This is an optimization exercise on Yosys and OpenROAD, whose aim is small area, not a production implementation.
Only simulation tests tie the RTL to the original design; equivalence was not proved.
No activity file was given, so power comes from the tool's default toggle rates.

==> flow/design.v (excerpt) <==
module exception_handler
(
    input logic                             clock_i,
    input logic                             reset_ni,
    input logic [riscv_pkg::XLEN - 1:0]                pc_i,
    input riscv_privileged_pkg::csr_address_t                     csr_address_i,
    input riscv_privileged_pkg::csr_command_t                     csr_command_i,
    input logic [riscv_privileged_pkg::MXLEN - 1:0]               csr_write_data_i,
    input logic                             csr_exception_i,
    input riscv_privileged_pkg::csr_exception_cause_t             csr_exception_cause_i,
    input logic [riscv_pkg::XLEN - 1:0]                csr_exception_pc_i,
    input logic                             timer_interrupt_i,
    input logic                             instruction_retired_i,
    input logic                             mret_i,
    output logic [riscv_privileged_pkg::MXLEN - 1:0]              csr_read_data_o,
    output logic                            csr_read_data_valid_o,
    output logic [riscv_pkg::XLEN - 1:0]               trap_pc_o,
    output logic                            flush_pipeline_o
);
    logic [11:0] a;
    assign a = csr_address_i;
    logic hi30, hi34;
    assign hi30 = (a[11:4] == 8'h30);
    assign hi34 = (a[11:4] == 8'h34);
    logic a300, a301, a304, a305, a306, a340, a341, a342, a343, a344, a34a, a34b;
  ...
Size in the first run: about 1600 cells after synthesis, ~410 I/O pins.
clock: 8.0 ns
lec_check: 0
cap_margin: 20
core_margin: 2
core_utilization: 40
slew_margin: 20
synth_hierarchical: 1
synth_minimum_keep_size: 0
standard.sh (not shown) runs the stock make flow with config.mk's settings and CLKGATE_MAP_FILE= SYNTH_SCRIPT=/design/flow/synth_recipe.tcl, a recipe that flattens the netlist after the stock synthesis.
==> flow/flow/run.sh <==
#!/bin/bash
# The standard layout (standard.sh: the standard synthesis and ORFS flow) with three
# changes: combinational cells are set to their smallest size before floorplan
# (flow/downsize.tcl; repair sizes up what timing needs), the port buffers are plain buf_1
# cells, and the clock tree uses clkbuf_8 cells in larger within 50 um, without dummy loads.
# All output goes to standard_flow.log here (ORFS keeps each step's own log under orfs/logs/).
set -euo pipefail
export PRE_FLOORPLAN_TCL="$PWD/flow/downsize.tcl"
export BUFFER_PORTS_ARGS="-buffer_cell sky130_fd_sc_hd__buf_1"
export CTS_ARGS="-sink_clustering_enable -repair_clock_nets -buf_list sky130_fd_sc_hd__clkbuf_8 -dont_use_dummy_load -sink_clustering_size 20 -sink_clustering_max_diameter 70"
bash standard.sh > standard_flow.log 2>&1
==> flow/flow/downsize.tcl <==
# Sourced by ORFS at the start of floorplan (PRE_FLOORPLAN_TCL), after the synthesized
# netlist is loaded: every combinational cell that synthesis gave a stronger drive than it
# needs is put back to the smallest cell of its family (same function). Timing repair later
# in the flow sizes up whatever the timing or slew needs. Flip-flops, buffers and inverters
# are left alone.
set db [ord::get_db]
set block [ord::get_db_block]
array set best {}
foreach m [concat {*}[lmap l [$db getLibs] {$l getMasters}]] {
  set n [$m getName]
  if {![regexp {^(sky130_fd_sc_hd__[a-z0-9]+)_([0-9]+)$} $n -> fam drv]} { continue }
  set a [expr {[$m getWidth] * [$m getHeight]}]
  if {[info exists ::env(DONT_USE_CELLS)] && [lsearch -exact $::env(DONT_USE_CELLS) $n] >= 0} { continue }
  if {![info exists best($fam)] || $a < [lindex $best($fam) 1] || ($a == [lindex $best($fam) 1] && $drv > [lindex $best($fam) 2])} {
    set best($fam) [list $n $a $drv]
  }
}
set count 0
foreach inst [$block getInsts] {
  set m [$inst getMaster]
  set n [$m getName]
  if {![regexp {^(sky130_fd_sc_hd__[a-z0-9]+)_([0-9]+)$} $n -> fam drv]} { continue }
  if {[regexp {buf|inv|df|dl|sdf|edf|conb|tap|fill|decap} $fam]} { continue }
  if {![info exists best($fam)]} { continue }
  set a [expr {[$m getWidth] * [$m getHeight]}]
  if {[lindex $best($fam) 1] < $a} {
    replace_cell [$inst getName] [lindex $best($fam) 0]
    incr count
  }
}
puts "downsize.tcl: $count cells set to the smallest size of their family"
The first run finished with timing, DRC and antenna clean.
Next try:
--- a/flow/flow/run.sh
+++ b/flow/flow/run.sh
@@ -9,3 +9,3 @@
 export BUFFER_PORTS_ARGS="-buffer_cell sky130_fd_sc_hd__buf_1"
-export CTS_ARGS="-sink_clustering_enable -repair_clock_nets -buf_list sky130_fd_sc_hd__clkbuf_8 -dont_use_dummy_load -sink_clustering_size 20 -sink_clustering_max_diameter 70"
+export CTS_ARGS="-sink_clustering_enable -repair_clock_nets -buf_list sky130_fd_sc_hd__clkbuf_8 -dont_use_dummy_load -sink_clustering_size 12 -sink_clustering_max_diameter 50"
 bash standard.sh > standard_flow.log 2>&1
--- a/flow/config.mk
+++ b/flow/config.mk
@@ -9,3 +9,3 @@
 export CORE_MARGIN = 2
-export CORE_UTILIZATION = 40
+export CORE_UTILIZATION = 60
 export SLEW_MARGIN = 20
- count of clock-buffer cells in the layout grows by 19
- utilization grows by 24 points
- critical path depth grows by 1
- via count grows by 3.4%
- hold slack loses 0.018 ns
- total power grows by 7.5%
- clock power grows by 26%
Next try:
--- a/flow/flow/run.sh
+++ b/flow/flow/run.sh
@@ -9,3 +9,3 @@
 export BUFFER_PORTS_ARGS="-buffer_cell sky130_fd_sc_hd__buf_1"
-export CTS_ARGS="-sink_clustering_enable -repair_clock_nets -buf_list sky130_fd_sc_hd__clkbuf_8 -dont_use_dummy_load -sink_clustering_size 12 -sink_clustering_max_diameter 50"
+export CTS_ARGS="-sink_clustering_enable -repair_clock_nets -buf_list sky130_fd_sc_hd__clkbuf_8 -dont_use_dummy_load -sink_clustering_size 15 -sink_clustering_max_diameter 60"
 bash standard.sh > standard_flow.log 2>&1
--- a/flow/config.mk
+++ b/flow/config.mk
@@ -7,6 +7,6 @@
 export LEC_CHECK = 0
-export CAP_MARGIN = 20
+export CAP_MARGIN = 0
 export CORE_MARGIN = 2
-export CORE_UTILIZATION = 60
-export SLEW_MARGIN = 20
+export CORE_UTILIZATION = 40
+export SLEW_MARGIN = 0
 export SYNTH_HIERARCHICAL = 1
Effect: The changed run ran to the end with no violations; clock-buffer cell count falls by 9; design area stays flat; global-route usage came out lower by 9.4 points; setup slack degrades by 0.042 ns; wire length grows by 6.6%; final cell count climbs by 5.8%; first-iteration DRC count decreases by 14%; die area climbs by 49%; worst hold slack gains 0.014 ns; total power came out lower by 3.0%; via count shrinks by 2.4%.
Next try:
--- a/flow/flow/run.sh
+++ b/flow/flow/run.sh
@@ -9,3 +9,3 @@
 export BUFFER_PORTS_ARGS="-buffer_cell sky130_fd_sc_hd__buf_1"
-export CTS_ARGS="-sink_clustering_enable -repair_clock_nets -buf_list sky130_fd_sc_hd__clkbuf_8 -dont_use_dummy_load -sink_clustering_size 15 -sink_clustering_max_diameter 60"
+export CTS_ARGS="-sink_clustering_enable -repair_clock_nets -buf_list sky130_fd_sc_hd__clkbuf_8 -dont_use_dummy_load -sink_clustering_size 12 -sink_clustering_max_diameter 50"
 bash standard.sh > standard_flow.log 2>&1
--- a/flow/config.mk
+++ b/flow/config.mk
@@ -7,6 +7,6 @@
 export LEC_CHECK = 0
-export CAP_MARGIN = 0
+export CAP_MARGIN = 20
 export CORE_MARGIN = 2
 export CORE_UTILIZATION = 40
-export SLEW_MARGIN = 0
+export SLEW_MARGIN = 20
 export SYNTH_HIERARCHICAL = 1
Final area went up by 0.74%. Via count came out lower by 0.62%. Hold slack is about the same. Worst setup slack gains 0.035 ns. Die area stays the same. Fmax goes up by 0.54%. Wire length came out higher by 0.89%. Sequential share of layout area went down by 0.33 points. Sequential power barely changes.
Next try:
--- a/flow/flow/run.sh
+++ b/flow/flow/run.sh
@@ -9,3 +9,3 @@
 export BUFFER_PORTS_ARGS="-buffer_cell sky130_fd_sc_hd__buf_1"
-export CTS_ARGS="-sink_clustering_enable -repair_clock_nets -buf_list sky130_fd_sc_hd__clkbuf_8 -dont_use_dummy_load -sink_clustering_size 12 -sink_clustering_max_diameter 50"
+export CTS_ARGS="-sink_clustering_enable -repair_clock_nets -buf_list sky130_fd_sc_hd__clkbuf_8 -dont_use_dummy_load -sink_clustering_size 15 -sink_clustering_max_diameter 60"
 bash standard.sh > standard_flow.log 2>&1
Effect:
- die area stays the same
- design area is lower by 0.56%
- global-route usage goes down by 0.24 points

[port drivers added, routing unchanged]
In the flow no input, the clock included, has a driving cell. The finished layouts below were timed again as built, in two steps. Step 1 (the two cells are an assumption about what drives the block):
set clk [get_ports {clock_i}]
set_driving_cell -lib_cell sky130_fd_sc_hd__clkbuf_16 $clk
set_driving_cell -lib_cell sky130_fd_sc_hd__buf_2 [delete_from_list [all_inputs] $clk]
Step 2 adds t to the input delays and takes it off the output delays; t is the mean of the earliest and latest rising clock arrival at the registers after step 1. Input paths then give back, and output paths get back, about the clock's delay inside the block. Slacks: ideal ports / drivers / drivers and shift; pairs: ideal ports / drivers.
run | shift t [ns] | slack for setup (ns) | slew at the worst register clock pin (ns)
the first run | 0.660 | 1.417 / 1.395 / 1.395 | 0.12 / 0.12
the second run | 0.599 | 1.425 / 1.404 / 1.404 | 0.08 / 0.08
the third run | 0.610 | 1.383 / 1.356 / 1.356 | 0.10 / 0.10
the fourth run | 0.640 | 1.418 / 1.396 / 1.396 | 0.08 / 0.08
the fifth run | 0.601 | 1.416 / 1.394 / 1.394 | 0.10 / 0.10
After both steps every run listed still meets setup and hold. For the third run, which loses most, drivers alone change the setup slack by -0.027 ns; drivers and shift together by -0.027 ns.
